Context: an optimization exercise on an open-source flow, tuned for small area. The choices shown serve that exercise and are no tape-out recipe. Function was checked by simulation only, so behaviour that the tests miss may differ from the original. The flow treats the clock pin as an ideal source, which a real chip does not have. Power and IR drop assume default switching activity.

Design calc2_top, start of the top module:
module calc2_top ( out_data1, out_data2, out_data3, out_data4, out_resp1, out_resp2, out_resp3, out_resp4, out_tag1, out_tag2, out_tag3, out_tag4, c_clk, req1_cmd_in, req1_data_in, req1_tag_in, req2_cmd_in, req2_data_in, req2_tag_in, req3_cmd_in, req3_data_in, req3_tag_in, req4_cmd_in, req4_data_in, req4_tag_in, reset);
   output [0:31] out_data1, out_data2, out_data3, out_data4;
   output [0:1]  out_resp1, out_resp2, out_resp3, out_resp4, out_tag1, out_tag2, out_tag3, out_tag4;
   input         c_clk, reset;
   input [0:3]   req1_cmd_in, req2_cmd_in, req3_cmd_in, req4_cmd_in;
   input [0:1]   req1_tag_in, req2_tag_in, req3_tag_in, req4_tag_in;
   input [0:31]  req1_data_in, req2_data_in, req3_data_in, req4_data_in;
   wire [3:0] q_add, q_sh;
   localparam [3:0] T3 = 4'b1100;    
   function [3:0] fwd(input [3:0] v);
      fwd = {v[2:0], v[3] ^ v[2]};
   endfunction
   function [3:0] back(input [3:0] v);
      back = {v[0] ^ v[3], v[3:1]};
   endfunction
   reg  [3:0] ta, ts;
   wire [3:0] ta1 = ta;
   wire [3:0] ta2 = q_add[0] ? back(ta1) : ta1;
   wire [3:0] ta3 = q_add[1] ? back(ta2) : ta2;
   wire [3:0] ta4 = q_add[2] ? back(ta3) : ta3;
   wire [3:0] ta5 = q_add[3] ? back(ta4) : ta4;
   wire [3:0] ts1 = ts;
   wire [3:0] ts2 = q_sh[0] ? back(ts1) : ts1;
   wire [3:0] ts3 = q_sh[1] ? back(ts2) : ts2;
   wire [3:0] ts4 = q_sh[2] ? back(ts3) : ts3;
   wire [3:0] ts5 = q_sh[3] ? back(ts4) : ts4;
   always @(posedge c_clk) begin
      if (reset) begin
         ta <= T3;
         ts <= T3;
      end else begin
         if (ta != T3 || q_add != 4'd0) ta <= fwd(ta5);
         if (ts != T3 || q_sh != 4'd0) ts <= fwd(ts5);
      end
   end
  ...
For scale: about 3700 cells after synthesis, ~850 flip-flops, about 300 I/O pins, roughly 42000 µm² of cells after synthesis.
==> flow/config.mk <==
export PLATFORM = sky130hd
export DESIGN_NAME = calc2_top
export DESIGN_NICKNAME = calc2_top
export VERILOG_FILES = /design/flow/design.v
export SDC_FILE = /design/flow/constraint.sdc
export NUM_CORES = 8
export LEC_CHECK = 0
export CAP_MARGIN = 20
export CORE_MARGIN = 2
export CORE_UTILIZATION = 72
export SLEW_MARGIN = 20
==> flow/constraint.sdc <==
create_clock -name core_clock -period 7.0 [get_ports {c_clk}]
set_input_delay 1.4000 -clock core_clock [delete_from_list [all_inputs] [get_ports {c_clk}]]
set_output_delay 1.4000 -clock core_clock [all_outputs]
set_load 0.01 [all_outputs]
standard.sh (not shown) runs the stock make flow with config.mk's settings and CLKGATE_MAP_FILE= SYNTH_SCRIPT=/design/flow/synth_recipe.tcl, a recipe that flattens the netlist after the stock synthesis.
==> flow/flow/run.sh <==
#!/bin/bash
# Layout flow: the standard flow (standard.sh, with the standard synthesis unchanged),
# with two changes: ports get plain buf_1 buffers, and the clock tree is built from larger
# sink clusters without dummy loads. make's output goes to flow_make.log; each step's own
# log is under orfs/logs/.
set -euo pipefail
export BUFFER_PORTS_ARGS="-buffer_cell sky130_fd_sc_hd__buf_1"
export CTS_ARGS="-sink_clustering_enable -repair_clock_nets -dont_use_dummy_load -sink_clustering_size 30 -sink_clustering_max_diameter 80"
bash standard.sh > flow_make.log 2>&1
The starting point completed with no timing, DRC or antenna violations.
Rerun with:
Settings changed: CORE_UTILIZATION 72 to 65.
=>
- wire length fell by 6.9%
- synthesized cell count is unchanged
- core utilization fell by 6.8 points
- setup slack gains 0.036 ns
- power fell by 0.42%
- register-to-register slack gains 0.04 ns
- cell count rose by 1.7%

try-maple:
calc2_top, a different RTL version from the one above (not shown whole).
Size in the first run: about 3,600 cells after synthesis, roughly 930 flip-flops, ~43,000 µm² of cells after synthesis.
clock: 7.0 ns
lec_check: 0
cap_margin: 20
core_margin: 2
core_utilization: 65
slew_margin: 20
==> flow/flow/run.sh <==
#!/bin/bash
# Layout flow: the standard flow (standard.sh, with the standard synthesis unchanged),
# with two changes: ports get plain buf_1 buffers, and the clock tree is built from larger
# sink clusters without dummy loads. make's output goes to flow_make.log; each step's own
# log is under orfs/logs/.
set -euo pipefail
export BUFFER_PORTS_ARGS="-buffer_cell sky130_fd_sc_hd__buf_1"
export CTS_ARGS="-sink_clustering_enable -repair_clock_nets -dont_use_dummy_load -sink_clustering_size 16 -sink_clustering_max_diameter 50 -buf_list {sky130_fd_sc_hd__clkbuf_8}"
bash standard.sh > flow_make.log 2>&1
Edits applied to the flow inputs when going from try-maple to try-indigo:
# try-maple
export LEC_CHECK = 0
export CAP_MARGIN = 20
export CORE_MARGIN = 2
export CORE_UTILIZATION = 65
export SLEW_MARGIN = 20
create_clock -name core_clock -period 7.0 [get_ports {c_clk}]
# try-indigo
export LEC_CHECK = 0
export CAP_MARGIN = 20
export CORE_MARGIN = 2
export CORE_UTILIZATION = 65
export GPL_TIMING_DRIVEN = 0
export SLEW_MARGIN = 20
create_clock -name core_clock -period 7.0 [get_ports {c_clk}]
--- a/flow/flow/run.sh
+++ b/flow/flow/run.sh
@@ -7,3 +7,3 @@
 export BUFFER_PORTS_ARGS="-buffer_cell sky130_fd_sc_hd__buf_1"
-export CTS_ARGS="-sink_clustering_enable -repair_clock_nets -dont_use_dummy_load -sink_clustering_size 16 -sink_clustering_max_diameter 50 -buf_list {sky130_fd_sc_hd__clkbuf_8}"
+export CTS_ARGS="-sink_clustering_enable -repair_clock_nets -dont_use_dummy_load -sink_clustering_size 30 -sink_clustering_max_diameter 80"
 bash standard.sh > flow_make.log 2>&1
==> comparison <==
Number of port buffers sits lower in try-indigo than in try-maple. Changes observed in try-indigo relative to try-maple: synthesized cell count about even; maximum vdd ir drop now sits higher. In the metrics for try-indigo and try-maple, the one carrying the lower final cell count without fillers is try-maple. Lower global-route wire length before repair was reported by try-maple, not try-indigo. Diff try-maple -> try-indigo | switching power summed over all nets | up by a few percent. As far as number of setup violations in the final report goes, try-indigo and try-maple are indistinguishable; the numbers are identical. The total power of try-indigo is higher than that of try-maple.
## Diff of input files: try-willow against try-indigo
# try-indigo
export LEC_CHECK = 0
export CAP_MARGIN = 20
export CORE_MARGIN = 2
export CORE_UTILIZATION = 65
export GPL_TIMING_DRIVEN = 0
export SLEW_MARGIN = 20
create_clock -name core_clock -period 7.0 [get_ports {c_clk}]
# try-willow
export LEC_CHECK = 0
export CAP_MARGIN = 20
export CORE_MARGIN = 2
export CORE_UTILIZATION = 65
export SLEW_MARGIN = 20
create_clock -name core_clock -period 7.0 [get_ports {c_clk}]
--- a/flow/flow/run.sh
+++ b/flow/flow/run.sh
@@ -7,3 +7,3 @@
 export BUFFER_PORTS_ARGS="-buffer_cell sky130_fd_sc_hd__buf_1"
-export CTS_ARGS="-sink_clustering_enable -repair_clock_nets -dont_use_dummy_load -sink_clustering_size 30 -sink_clustering_max_diameter 80"
+export CTS_ARGS="-sink_clustering_enable -repair_clock_nets -dont_use_dummy_load -sink_clustering_size 36 -sink_clustering_max_diameter 60"
 bash standard.sh > flow_make.log 2>&1
==> comparison <==
- try-willow ended up with a lower cell area after layout than try-indigo did.
- Non-clock buffer count, try-willow and try-indigo: larger value in try-indigo
- try-indigo → try-willow: amount of wire on met2 after detailed routing decreased by 9.6% relative to the old numbers, routed wire length down 14,000 µm, total power went down by 0.34%.
- When the final numbers for try-willow and try-indigo were put side by side, the register-to-register slack turned out to be smaller in try-indigo.
- Between try-indigo and try-willow, the flow reports number of input and output port buffers inserted increasing slightly.
- Final hold slack: higher on try-indigo
- Against try-indigo, try-willow comes in 0.40 points higher on portion of the layout cell area used by clock cells.
The following lists how try-tundra was set up differently from try-willow:
--- a/flow/flow/run.sh
+++ b/flow/flow/run.sh
@@ -7,3 +7,3 @@
 export BUFFER_PORTS_ARGS="-buffer_cell sky130_fd_sc_hd__buf_1"
-export CTS_ARGS="-sink_clustering_enable -repair_clock_nets -dont_use_dummy_load -sink_clustering_size 36 -sink_clustering_max_diameter 60"
+export CTS_ARGS="-sink_clustering_enable -repair_clock_nets -dont_use_dummy_load -sink_clustering_size 20 -sink_clustering_max_diameter 50 -buf_list {sky130_fd_sc_hd__clkbuf_8 sky130_fd_sc_hd__clkbuf_16}"
 bash standard.sh > flow_make.log 2>&1
[summary]
No stage failed in try-tundra, and the final checks on the layout all came back clean. Compared with try-willow, in try-tundra count of routing violations after the opening detailed-route iteration down about 1.3%; combinational power share shows a reduction of 1.6 points; period utilization went up. Lower post-route total power goes to try-willow over try-tundra. try-willow → try-tundra: number of levels in the clock H-tree now sits higher, fraction of met3 tracks used by global routing picked up an extra 1.1 points. Total global-route track usage ended up 0.94 points higher on try-tundra than on try-willow. Looking at share of power burned in the clock network, try-tundra sits 4.9 points higher than try-willow does. Looking at number of CTS-inserted buffers, try-tundra sits about 60% higher than try-willow does. Total detailed-routing wirelength grows by a few percent when moving from try-willow to try-tundra.
Setup changes, try-tundra to try-garnet
==> flow/flow/run.sh <==
#!/bin/bash
# Layout flow: the standard flow (standard.sh, with the standard synthesis unchanged),
# with three changes: ports get plain buf_1 buffers; the clock tree is built from larger
# sink clusters without dummy loads; after clock tree synthesis, cells on paths with slack
# to spare are downsized (flow/post_cts.tcl). make's output goes to flow_make.log; each
# step's own log is under orfs/logs/.
set -euo pipefail
export BUFFER_PORTS_ARGS="-buffer_cell sky130_fd_sc_hd__buf_1"
export CTS_ARGS="-sink_clustering_enable -repair_clock_nets -dont_use_dummy_load -sink_clustering_size 30 -sink_clustering_max_diameter 80"
export POST_CTS_TCL="$(pwd)/flow/post_cts.tcl"
bash standard.sh > flow_make.log 2>&1
==> flow/flow/post_cts.tcl (new file) <==
# After clock tree synthesis: give back area on paths with slack to spare (smaller
# drive strengths), then fix any slew or capacitance this leaves, and legalize.
estimate_parasitics -placement
repair_timing -recover_power 100 -setup_margin 0.3 -verbose
repair_design -slew_margin $::env(SLEW_MARGIN) -cap_margin $::env(CAP_MARGIN) -verbose
detailed_placement
check_placement -verbose
--- outcome ---
try-garnet reached the end of the flow, and the finished layout is clean on the timing, design-rule and antenna checks. Final critical-path required period ends up lower on try-tundra. The hold slack of try-garnet was inferior to that of try-tundra. Between try-garnet and try-tundra, the worst setup slack is higher for try-tundra. In the final reports, the cell area of try-garnet is smaller than that of try-tundra. After detailed routing, try-tundra needs more wire than try-garnet.
Here is what was changed in the inputs of try-raven compared with try-garnet.
==> flow/flow/run.sh <==
#!/bin/bash
# Layout flow: the standard flow (standard.sh, with the standard synthesis unchanged),
# with two changes: ports get plain buf_1 buffers, and the clock tree is built from larger
# sink clusters without dummy loads. make's output goes to flow_make.log; each step's own
# log is under orfs/logs/.
set -euo pipefail
export BUFFER_PORTS_ARGS="-buffer_cell sky130_fd_sc_hd__buf_1"
export CTS_ARGS="-sink_clustering_enable -repair_clock_nets -dont_use_dummy_load -sink_clustering_size 30 -sink_clustering_max_diameter 80"
bash standard.sh > flow_make.log 2>&1
removed: flow/flow/post_cts.tcl
[summary]
For final routed DRC violation total, try-raven and try-garnet come out practically identical.
Critical path depth ends up higher on try-garnet.
In try-raven relative to try-garnet, layout buffer count excluding clock buffers had gone down by a few percent.
Of the two candidates, try-garnet has the worse number of DRC markers in iteration 0 and try-raven the better one.
try-garnet -> try-raven: cell total after placement delta 0, exact match
Taking try-garnet as the reference point, the iteration count of the initial detailed-routing pass of try-raven falls by 3.
The power on try-raven is in line with that on try-garnet.
Post-route fraction of the period consumed by the critical path in try-raven is 4.3 points below try-garnet.
Compared to try-garnet, try-raven has flip-flop and latch share of the layout cell area 0.46 points higher.

north:
calc2_top, a different RTL version from the one above (not shown whole).
For scale: ~300 I/O pins, roughly 0.044 mm^2 of cells after synthesis.
==> flow/config.mk <==
export PLATFORM = sky130hd
export DESIGN_NAME = calc2_top
export DESIGN_NICKNAME = calc2_top
export VERILOG_FILES = /design/flow/design.v
export SDC_FILE = /design/flow/constraint.sdc
export NUM_CORES = 8
export LEC_CHECK = 0
export CAP_MARGIN = 20
export CORE_MARGIN = 2
export CORE_UTILIZATION = 65
export SLEW_MARGIN = 20
==> flow/constraint.sdc <==
create_clock -name core_clock -period 7.0 [get_ports {c_clk}]
set_input_delay 1.4000 -clock core_clock [delete_from_list [all_inputs] [get_ports {c_clk}]]
set_output_delay 1.4000 -clock core_clock [all_outputs]
set_load 0.01 [all_outputs]
==> flow/flow/run.sh <==
#!/bin/bash
# Layout flow: the standard flow (standard.sh, with the standard synthesis unchanged),
# with two changes: ports get plain buf_1 buffers, and the clock tree is built from larger
# sink clusters without dummy loads. make's output goes to flow_make.log; each step's own
# log is under orfs/logs/.
set -euo pipefail
export BUFFER_PORTS_ARGS="-buffer_cell sky130_fd_sc_hd__buf_1"
export CTS_ARGS="-sink_clustering_enable -repair_clock_nets -dont_use_dummy_load -sink_clustering_size 24 -sink_clustering_max_diameter 100"
bash standard.sh > flow_make.log 2>&1
north: full flow OK, the timing, design-rule and antenna checks passed
Input-level comparison between south and north:
Settings: swapping 65 for 40 in CORE_UTILIZATION.
==> results.txt <==
south has completed all stages; timing, DRC and antenna checks passed. Against north, relative slew slack in south came out better. Going from north to south, number of antenna diodes picked up an extra 1; total power divided by cell area now smaller; number of non-clock buffers in the layout essentially unchanged; clock share of power saw an increase; total detailed-routing wirelength up about 2.1%. The final cell count reported for south is greater than that of north by 618. Count of clock-buffer cells in the layout, south and north: larger value in south. Diff south and north: highest clock rate higher in south. Total global-route track usage in south vs north: down 12 points. On total power, south and north are neck and neck.

-- what the ideal ports hide --
No port has a modelled driver above. Below, the same layouts with a new extraction and two added sets of constraints. Step 1 assumes that a clkbuf_16 drives the clock port and a buf_2 every other input. Step 2 moves the port delays by t, midway between the first and last clock arrival at a register: inputs arrive t later, outputs are due t later. That takes back most of the time a late clock gives input paths. Slacks: ideal / step 1 / step 2; pairs: ideal / step 1.
run | t, ns | setup WS [ns] | worst register clock-pin slew, ns
the first run of note 1 | 0.641 | 1.129 / 1.129 / 1.019 | 0.11 / 0.11
the second run of note 1 | 0.629 | 1.164 / 1.164 / 0.768 | 0.11 / 0.11
try-maple | 0.734 | 0.959 / 0.959 / 0.959 | 0.10 / 0.10
try-indigo | 0.655 | 0.206 / 0.206 / -0.189 | 0.11 / 0.11
try-willow | 0.670 | 0.927 / 0.927 / 0.927 | 0.11 / 0.11
try-tundra | 0.675 | 0.915 / 0.915 / 0.915 | 0.09 / 0.09
try-garnet | 0.653 | 0.635 / 0.635 / 0.635 | 0.12 / 0.12
try-raven | 0.654 | 0.933 / 0.933 / 0.933 | 0.11 / 0.11
north | 0.671 | 0.896 / 0.896 / 0.896 | 0.10 / 0.10
south | 0.697 | 0.991 / 0.991 / 0.970 | 0.10 / 0.10
Met with ideal ports but missed after step 2: setup timing in try-indigo. For the second run of note 1, which loses most, drivers alone change the setup slack by 0.000 ns; drivers and shift together by -0.396 ns.
